This design comes from an exercise in tuning for small area on the open sky130 flow, not from production work. RTL that was checked went through simulation tests only; none was proved equivalent to the original.

job 101:
==> module booth_enc4, before the edit <==
module booth_enc4 (
    input  [7:0] k,
    output [3:0] one,
    output [3:0] two,
    output [3:0] neg
);
    wire [8:0] kx = {k, 1'b0};
    genvar i;
    generate
        for (i = 0; i < 4; i = i + 1) begin : dig
            wire b0 = kx[2*i];
            wire b1 = kx[2*i+1];
            wire b2 = kx[2*i+2];
            assign one[i] = b1 ^ b0;
            assign two[i] = (b2 & ~b1 & ~b0) | (~b2 & b1 & b0);
            assign neg[i] = b2;
        end
    endgenerate
endmodule
==> module Attention_top, before the edit <==
module Attention_top #(
    parameter INPUT_WIDTH = 8,
    parameter NUM_CODE_WIDTH = 5,
    parameter MATRIX_SIZE = 3,
    parameter ADDR_WIDTH = $clog2(MATRIX_SIZE**2<<2),
    parameter OUTPUT_WIDTH = $clog2(MATRIX_SIZE*(2**INPUT_WIDTH))-1
)(
    input clk,
    input reset_n,
    input start,
    input softmax_req,DATA_write_EN,
    input  [INPUT_WIDTH*MATRIX_SIZE-1:0] Q_INPUT,
    input [INPUT_WIDTH*MATRIX_SIZE-1:0] MATRIX_INPUT,
    output [MATRIX_SIZE*OUTPUT_WIDTH-1:0] Output_RESULT,
    input output_req
);
    reg [2:0] jsel;          
    reg [2:0] ph;            
    reg       oreq_d;
    reg [2:0] osel;          
    wire clr = start | (jsel[0] & ~ph[1]);
    always @(posedge clk or negedge reset_n) begin
        if (!reset_n) begin
            jsel <= 3'b000;
            oreq_d <= 1'b0;
        end else begin
            if (start) jsel <= 3'b001;
            else if (ph[1]) jsel <= {jsel[1:0], 1'b0};
            oreq_d <= output_req;
        end
    end
    always @(posedge clk) begin
        ph <= start ? 3'b100 : {ph[1:0], ph[2]};
        if (output_req & ~oreq_d) osel <= ph;
    end
    reg [23:0] qw0, qw1, qw2;
    always @(posedge clk) begin
        if (DATA_write_EN) begin
            qw0 <= Q_INPUT;
            qw1 <= qw0;
            qw2 <= qw1;
        end
    end
    reg [7:0] kc0 [0:2];    
    reg [7:0] kc1 [0:2];
    reg [7:0] kc2 [0:2];
    always @(posedge clk) begin
        if (DATA_write_EN | jsel[0]) begin
            kc0[0] <= kc0[1]; kc0[1] <= kc0[2]; kc0[2] <= MATRIX_INPUT[23:16];
        end
        if (DATA_write_EN | jsel[1]) begin
            kc1[0] <= kc1[1]; kc1[1] <= kc1[2]; kc1[2] <= MATRIX_INPUT[15:8];
        end
        if (DATA_write_EN | jsel[2]) begin
            kc2[0] <= kc2[1]; kc2[1] <= kc2[2]; kc2[2] <= MATRIX_INPUT[7:0];
        end
    end
    wire [7:0] kop = ({8{jsel[0]}} & kc0[0]) | ({8{jsel[1]}} & kc1[0]) | ({8{jsel[2]}} & kc2[0]);
    function [7:0] qsel;
        input [23:0] w;
        input [2:0] s;
        qsel = ({8{s[0]}} & w[23:16]) | ({8{s[1]}} & w[15:8]) | ({8{s[2]}} & w[7:0]);
    endfunction
    wire [7:0] q0op = qsel(qw2, jsel);
    wire [7:0] q1op = qsel(qw1, jsel);
    wire [7:0] q2op = qsel(qw0, jsel);
    reg [26:0] rs0, rs1, rs2;
    wire [8:0] a0 = rs2[26:18];
    wire [8:0] a1 = rs2[17:9];
    wire [8:0] a2 = rs2[8:0];
    wire [8:0] y0, y1, y2;
    wire [3:0] b_one, b_two, b_neg;
    booth_enc4 kenc (.k(kop), .one(b_one), .two(b_two), .neg(b_neg));
    mac_lane lane0 (.a(a0), .one(b_one), .two(b_two), .neg(b_neg), .q(q0op), .y(y0));
    mac_lane lane1 (.a(a1), .one(b_one), .two(b_two), .neg(b_neg), .q(q1op), .y(y1));
    mac_lane lane2 (.a(a2), .one(b_one), .two(b_two), .neg(b_neg), .q(q2op), .y(y2));
    always @(posedge clk) begin
        rs0 <= {y0, y1, y2};
        rs1 <= rs0;
        rs2 <= rs1 & {27{~clr}};
    end
    assign Output_RESULT = ({27{osel[0]}} & rs0) | ({27{osel[1]}} & rs1) | ({27{osel[2]}} & rs2);
endmodule
make LEC_CHECK=0 ABC_AREA=1 CAP_MARGIN=20 CORE_MARGIN=2 CORE_UTILIZATION=60 CTS_CLUSTER_DIAMETER=100 CTS_CLUSTER_SIZE=30 SLEW_MARGIN=20 finish   # period 5.0 ns
run.sh (not shown) runs the stock make flow with config.mk's settings and CLKGATE_MAP_FILE= SYNTH_SCRIPT=/design/flow/synth_recipe.tcl, a recipe that flattens the netlist after the stock synthesis.
## Diff of input files: job 102 against job 101
diff --git a/flow/design.v b/flow/design.v
--- a/flow/design.v
+++ b/flow/design.v
@@ -2,7 +2,7 @@
     input  [7:0] k,
     output [3:0] one,
     output [3:0] two,
-    output [3:0] neg
+    output [3:0] negn
 );
     wire [8:0] kx = {k, 1'b0};
     genvar i;
@@ -13,7 +13,7 @@
             wire b2 = kx[2*i+2];
             assign one[i] = b1 ^ b0;
             assign two[i] = (b2 & ~b1 & ~b0) | (~b2 & b1 & b0);
-            assign neg[i] = b2;
+            assign negn[i] = ~b2;
         end
     endgenerate
 endmodule
@@ -184,14 +184,14 @@
     wire [8:0] a2 = rs2[8:0];
     wire [8:0] y0, y1, y2;
     wire [3:0] b_one, b_two, b_neg;
-    booth_enc4 kenc (.k(kop), .one(b_one), .two(b_two), .neg(b_neg));
+    booth_enc4 kenc (.k(kop), .one(b_one), .two(b_two), .negn(b_neg));
     mac_lane lane0 (.a(a0), .one(b_one), .two(b_two), .neg(b_neg), .q(q0op), .y(y0));
     mac_lane lane1 (.a(a1), .one(b_one), .two(b_two), .neg(b_neg), .q(q1op), .y(y1));
     mac_lane lane2 (.a(a2), .one(b_one), .two(b_two), .neg(b_neg), .q(q2op), .y(y2));
     always @(posedge clk) begin
         rs0 <= {y0, y1, y2};
         rs1 <= rs0;
-        rs2 <= rs1 & {27{~clr}};
+        rs2 <= rs1 | {27{clr}};
     end
-    assign Output_RESULT = ({27{osel[0]}} & rs0) | ({27{osel[1]}} & rs1) | ({27{osel[2]}} & rs2);
+    assign Output_RESULT = ~(({27{osel[0]}} & rs0) | ({27{osel[1]}} & rs1) | ({27{osel[2]}} & rs2));
 endmodule
Job 102 vs. job 101: post-detailed-route wirelength per cell went up by 1.7%. On half-perimeter wire length after placement, the lower figure sits with job 101, not job 102. Diff job 101 -> job 102: growth of design area from synthesis to finish now larger, arrival time of data at the critical path endpoint now larger, setup slack on the worst flop-to-flop path now smaller, post-route standard cell area excluding fillers now larger, minimum period implied by the final worst setup slack now larger. Switching part of the total ends up higher on job 102. The minimum setup slack after placement reported for job 102 is smaller than that of job 101 by 0.40 ns. Compared with job 101, job 102 shows a higher layout buffering overhead excluding clock cells. NOTE: final period utilization in job 102 exceeds that of job 101. Synthesized-area fraction occupied by xor and xnor cells (lower): job 101. | depth of the critical timing path with buffers and inverters included | job 102 vs job 101 | 4 higher |. Taking job 101 as the reference point, the number of design-rule violations left by the first detailed-router iteration of job 102 falls by about 20%.
Function not checked in job 101: the RTL went through the layout flow alone.

==> afterwards: timing with drivers on the ports <==
In the flow no input, the clock included, has a driving cell. The finished layouts below were timed again as built, in two steps. Step 1 (the two cells are an assumption about what drives the block):
set clk [get_ports {clk}]
set_driving_cell -lib_cell sky130_fd_sc_hd__clkbuf_16 $clk
set_driving_cell -lib_cell sky130_fd_sc_hd__buf_2 [delete_from_list [all_inputs] $clk]
Step 2 adds t to the input delays and takes it off the output delays; t is the mean of the earliest and latest rising clock arrival at the registers after step 1. Input paths then give back, and output paths get back, about the clock's delay inside the block. Three values: no drivers, after step 1, after step 2; two values: the first two.
| run | shift t [ns] | setup slack, ns | worst register clock-pin slew, ns | worst data-port slew with drivers (ns) |
|---|---|---|---|---|
| job 101 | 0.518 | 0.226 / 0.226 / 0.226 | 0.11 / 0.11 | 0.04 |
| job 102 | 0.521 | 0.177 / 0.176 / 0.176 | 0.11 / 0.11 | 0.05 |
After both steps setup and hold are still met in every run listed. For job 102, which loses most, drivers alone change the setup slack by -0.001 ns; drivers and shift together by -0.001 ns.
